What follows belongs to an exercise in optimizing a design on an open flow for small area, a short achievable clock period and few clock cycles; a production flow would make more cautious choices. Where RTL was checked, it was by simulation tests only, not by an equivalence proof against the original. No activity file was given, so power comes from the tool's default toggle rates.

== north ==
Design mest_pro, start of the top module:
module mest_pro#(
    parameter OP_CODE_SIZE     = 4,
    parameter INSTRUCTION_SIZE = OP_CODE_SIZE + 8 + 8 + 8,
    parameter ROM_DEPTH = 65536
)(
    input clk,
    input i_reset_n,
    input i_start,
    output [$clog2(ROM_DEPTH)-1  :0] o_prog_counter,
    input [INSTRUCTION_SIZE-1    :0] i_instruction,
    output [8-1 :0] o_result,
    output o_valid_result,
    output o_carry,
    output o_zero_flag,
    output o_all_done
);
clock: 5.0 ns
lec_check: 0
cap_margin: 20
core_margin: 2
core_utilization: 40
slew_margin: 20
run.sh (not shown) runs the stock make flow with config.mk's settings and CLKGATE_MAP_FILE= SYNTH_SCRIPT=/design/flow/synth_recipe.tcl, a recipe that flattens the netlist after the stock synthesis.
Testbench counts of north, summed over its fixed seeds: cycles 6,954.
Input-level comparison between south and north:
# north
export LEC_CHECK = 0
export CAP_MARGIN = 20
export CORE_MARGIN = 2
export CORE_UTILIZATION = 40
export SLEW_MARGIN = 20
create_clock -name core_clock -period 5.0 [get_ports {clk}]
# south
export LEC_CHECK = 0
export ABC_CLOCK_PERIOD_IN_PS = 2500
export CAP_MARGIN = 20
export CORE_MARGIN = 2
export CORE_UTILIZATION = 40
export SETUP_SLACK_MARGIN = 2.5
export SLEW_MARGIN = 20
create_clock -name core_clock -period 5.0 [get_ports {clk}]
### Flow results
- Of south and north, the run reporting the lower count of plain and timing-repair buffers was north.
- Compared with north, in south setup slack saw an increase; fraction of area in non-clock buffers saw an increase.
- The run showing the greater area added between synthesis and finish is south.
- When south is set beside north, its global-route track usage on met1 turns out to be 0.77 points larger.
Modified inputs, east compared to south
# south
export LEC_CHECK = 0
export ABC_CLOCK_PERIOD_IN_PS = 2500
export CAP_MARGIN = 20
export CORE_MARGIN = 2
export CORE_UTILIZATION = 40
export SETUP_SLACK_MARGIN = 2.5
export SLEW_MARGIN = 20
create_clock -name core_clock -period 5.0 [get_ports {clk}]
# east
export LEC_CHECK = 0
export ABC_CLOCK_PERIOD_IN_PS = 2000
export CAP_MARGIN = 20
export CORE_MARGIN = 2
export CORE_UTILIZATION = 40
export SLEW_MARGIN = 20
create_clock -name core_clock -period 5.0 [get_ports {clk}]
## What came out
east: path length in cells of the critical path is 1 higher than what south reported. The flip-flop and latch share of the layout cell area reported for east is greater than that of south by 1.5 points. Compared with south, east shows a lower area occupied by multi-input gates. Clock buffer instance count of the final layout for east: 1 down relative to south. The run with more routed wire is south, not east. Against south as the reference, east delivers a higher total clock network power.


Another version of the RTL of mest_pro (not shown whole).
For scale: ~650 cells after synthesis, roughly 110 flip-flops, about 59 I/O pins, about 5500 um2 of cells after synthesis.
export LEC_CHECK = 0
export ABC_AREA = 1
export CAP_MARGIN = 20
export CORE_MARGIN = 2
export CORE_UTILIZATION = 60
export CTS_BUF_LIST = sky130_fd_sc_hd__clkbuf_8
export SETUP_SLACK_MARGIN = 3.1
export SLEW_MARGIN = 20
create_clock -name core_clock -period 5.0 [get_ports {clk}]
standard.sh (not shown) runs the stock make flow with config.mk's settings and CLKGATE_MAP_FILE= SYNTH_SCRIPT=/design/flow/synth_recipe.tcl, a recipe that flattens the netlist after the stock synthesis.
==> flow/flow/run.sh <==
#!/bin/bash
# Layout: the standard synthesis, then the standard ORFS steps with plain
# buffers (not delay cells) on the ports and free resizing.
set -euo pipefail
bash standard.sh synth > synth.log 2>&1
bash standard.sh BUFFER_PORTS_ARGS="-buffer_cell sky130_fd_sc_hd__buf_1" MATCH_CELL_FOOTPRINT=0 finish > layout.log 2>&1
The baseline went through all stages and came out clean.
Edit:
Settings changed: SETUP_SLACK_MARGIN 3.1 to 2.9.
=> The changed run ran to the end with no violations. Sequential share of layout area increases by 1.9 points. Count of clock-buffer cells in the layout stays the same. Global-route usage shrinks by 1.3 points. Final area decreases by 5.1%. Non-clock buffer count goes down by 23. Sequential cell count is unchanged. Worst hold slack gains 0.011 ns. Total power decreases by 1.8%. Maximum frequency goes down by 1.4%. Setup slack degrades by 0.029 ns. Core utilization drops by 3.7 points.
No run of this note included a check of the RTL's function; only the layout flow was run.

==> static timing again, ports no longer ideal <==
In the flow no input, the clock included, has a driving cell. The finished layouts below were timed again as built, in two steps. Step 1 assumes that a clkbuf_16 drives the clock port and a buf_2 every other input. Step 2 moves the port delays by t, midway between the first and last clock arrival at a register: inputs arrive t later, outputs are due t later. That takes back most of the time a late clock gives input paths. Three values: ideal, step 1, step 2; two values: the first two.
run | shift t [ns] | slack for setup (ns) | cell pins on the clock port's net
north | 0.362 | 0.581 / 0.581 / 0.581 | 1
south | 0.357 | 0.952 / 0.952 / 0.952 | 1
east | 0.362 | 0.581 / 0.581 / 0.581 | 1
the first run of note 2 | 0.388 | 2.928 / 2.928 / 2.673 | 1
the second run of note 2 | 0.391 | 2.899 / 2.899 / 2.686 | 1
After both steps every run listed still meets setup and hold. For the first run of note 2, which loses most, drivers alone change the setup slack by 0.000 ns; drivers and shift together by -0.255 ns.
